What follows belongs to an exercise in optimizing a design on an open flow for a short achievable clock period and few clock cycles; a production flow would make more cautious choices. Function was checked by simulation only, so behaviour that the tests miss may differ from the original. Power is estimated from default activity; no workload was simulated.

==> flow/design.v (excerpt) <==
module rv32i_mc (
    input         clk,
    input         reset,        
    input  [31:0] mem_rdata,    
    output [31:0] mem_addr,     
    output [31:0] mem_wdata,    
    output        mem_we        
);
Settings: LEC_CHECK=0, ABC_CLOCK_PERIOD_IN_PS=2500, CAP_MARGIN=20, CORE_MARGIN=2, CORE_UTILIZATION=40, SLEW_MARGIN=20, SETUP_SLACK_MARGIN=7.5; clock period 11.0 ns.
standard.sh (not shown) runs the stock make flow with config.mk's settings and CLKGATE_MAP_FILE= SYNTH_SCRIPT=/design/flow/synth_recipe.tcl, a recipe that flattens the netlist after the stock synthesis.
==> flow/flow/run.sh <==
#!/bin/bash
# The standard layout (standard.sh: the standard synthesis and ORFS
# steps), with a larger setup repair margin so that repair_timing keeps
# shortening paths below the 11 ns period. The SDC is the standard flow's, unchanged.
set -euo pipefail
sed -i '/^export SETUP_SLACK_MARGIN/d' config.mk
echo "export SETUP_SLACK_MARGIN = 7.5" >> config.mk
bash standard.sh > standard.log 2>&1
Testbench counts at the start, summed over its fixed seeds: cycles 41,246.
Edit:
--- a/flow/design.v
+++ b/flow/design.v
@@ -300,55 +300,74 @@
                 ic_tag[pfa[4:0]] <= pfa[9:5];
                 ic_d[pfa[4:0]]   <= mem_rdata;
             end else if (!m_active) begin
                 ic_v[c_idx]   <= f_low;
                 ic_tag[c_idx] <= fpc[11:7];
                 ic_d[c_idx]   <= mem_rdata;
             end
         end
     end
+    reg        pd_v;
+    reg [31:0] pd_w;
+    reg [9:0]  pd_a;
+    wire        pd_jal = pd_w[6:0] == OP_JAL;
+    wire        pd_bb  = (pd_w[6:0] == OP_BR) & pd_w[31];
+    wire [31:0] pd_off = pd_jal ? {{12{pd_w[31]}}, pd_w[19:12], pd_w[20], pd_w[30:21], 1'b0}
+                                : {{20{pd_w[31]}}, pd_w[7], pd_w[30:25], pd_w[11:8], 1'b0};
+    wire [31:0] pd_tgt = add32({20'b0, pd_a, 2'b00}, pd_off, 1'b0);
+    wire [4:0]  pd_idx = pd_a[4:0];
+    wire        pd_ins = pd_v & (pd_jal | pd_bb) & (pd_tgt[31:12] == 20'b0)
+                       & (~bt_v[pd_idx] | (bt_tag[pd_idx] == pd_a[9:5]));
     reg        bu_set, bu_clr;
     reg [31:0] bu_pc, bu_ntgt;
     wire [4:0] bu_idx = bu_pc[6:2];
     wire       bu_ok  = (bu_pc[31:12] == 20'b0) & (bu_ntgt[31:12] == 20'b0) & (bu_ntgt[1:0] == 2'b00);
     integer bi;
     always @(posedge clk) begin
         bu_pc   <= x_pc;
         bu_ntgt <= x_ntgt;
+        pd_w    <= mem_rdata;
+        pd_a    <= pfa;
         if (rst) begin
+            pd_v   <= 1'b0;
             bu_set <= 1'b0;
             bu_clr <= 1'b0;
             for (bi = 0; bi < 32; bi = bi + 1) bt_v[bi] <= 1'b0;
         end else begin
+            pd_v   <= pf_q;
             bu_set <= bt_set;
             bu_clr <= bt_clr;
             if (bu_set & bu_ok) begin
                 bt_v[bu_idx]   <= 1'b1;
                 bt_tag[bu_idx] <= bu_pc[11:7];
                 bt_tgt[bu_idx] <= bu_ntgt[11:2];
             end else if (bu_clr) begin
                 bt_v[bu_idx]   <= 1'b0;
+            end else if (pd_ins) begin
+                bt_v[pd_idx]   <= 1'b1;
+                bt_tag[pd_idx] <= pd_a[9:5];
+                bt_tgt[pd_idx] <= pd_tgt[11:2];
             end
         end
     end
     always @(posedge clk) rst <= reset;
     always @(posedge clk) begin
         ma <= rst ? 32'b0 : (bus_own ? bus_own_a : fetch_next);
         red_q <= x_red;
         if (x_mem) sa <= x_addr;
         pfa <= pfw;
         we <= ~rst & x_mem & x_st;
         wd <= x_b;
         if (adv) dh <= ~d_in;
         dq <= adv ? d_in : ~dh;
         if (adv) xh <= {n_a, n_b, ~x_in_rest};
-        xq <= {n_a, n_b, (adv ? x_in_rest : ~xh[XW-65:0])};
-        x_shn <= ~n_b[4:0];
+        xq <= adv ? {n_a, n_b, x_in_rest} : {h_a, h_b, ~xh[XW-65:0]};
+        x_shn <= adv ? ~n_b[4:0] : ~h_b[4:0];
         w_rd  <= x_rd;
         w_res <= x_res;
         l_rd  <= m_rd;
         l_res <= mem_rdata;
         m_rd <= x_rd;
         if (rst) begin
             fpc      <= 32'b0;
             fidx_n   <= 5'b11111;
             m_active <= 1'b0;
With this change the flow ran to the end with violations: capacitance limit, slew limit.
Synthesized cell count rises by a few percent.
Routed wire length rises by a few percent.
Clock skew rises by 0.026 ns.
Total power rises slightly.
Via count rises by a few percent.
Cell area rises by a few percent.
Cell count rises by a few percent.
Global-route usage rises by 1.1 points.
Sequential power is about the same.
Testbench counts after the change, summed over its fixed seeds: cycles 41,125.

==> port drivers added, routing unchanged <==
The results above use ideal ports. As a check the final layouts listed here were re-extracted and re-timed, cells and wires unchanged.
Step 1: set_driving_cell puts a clkbuf_16 on clk and a buf_2 on each other input, an assumption about the parent block.
Step 2 also shifts input and output timing later by t, the mid clock arrival at the registers, as if the neighbouring blocks saw the same clock.
Three values: ideal, step 1, step 2; two values: the first two.
run	t, ns	setup WS [ns]	worst setup path at the end	slew at the worst register clock pin (ns)	cell pins on the clock port's net
the first run	1.088	7.132 / 7.114 / 6.371	input to register	0.07 / 0.07	1
the second run	1.109	6.213 / 6.213 / 6.182	input to register	0.07 / 0.07	1
The setup slack of the first run, which loses most, moves by -0.018 ns with the drivers and by -0.761 ns with both steps.
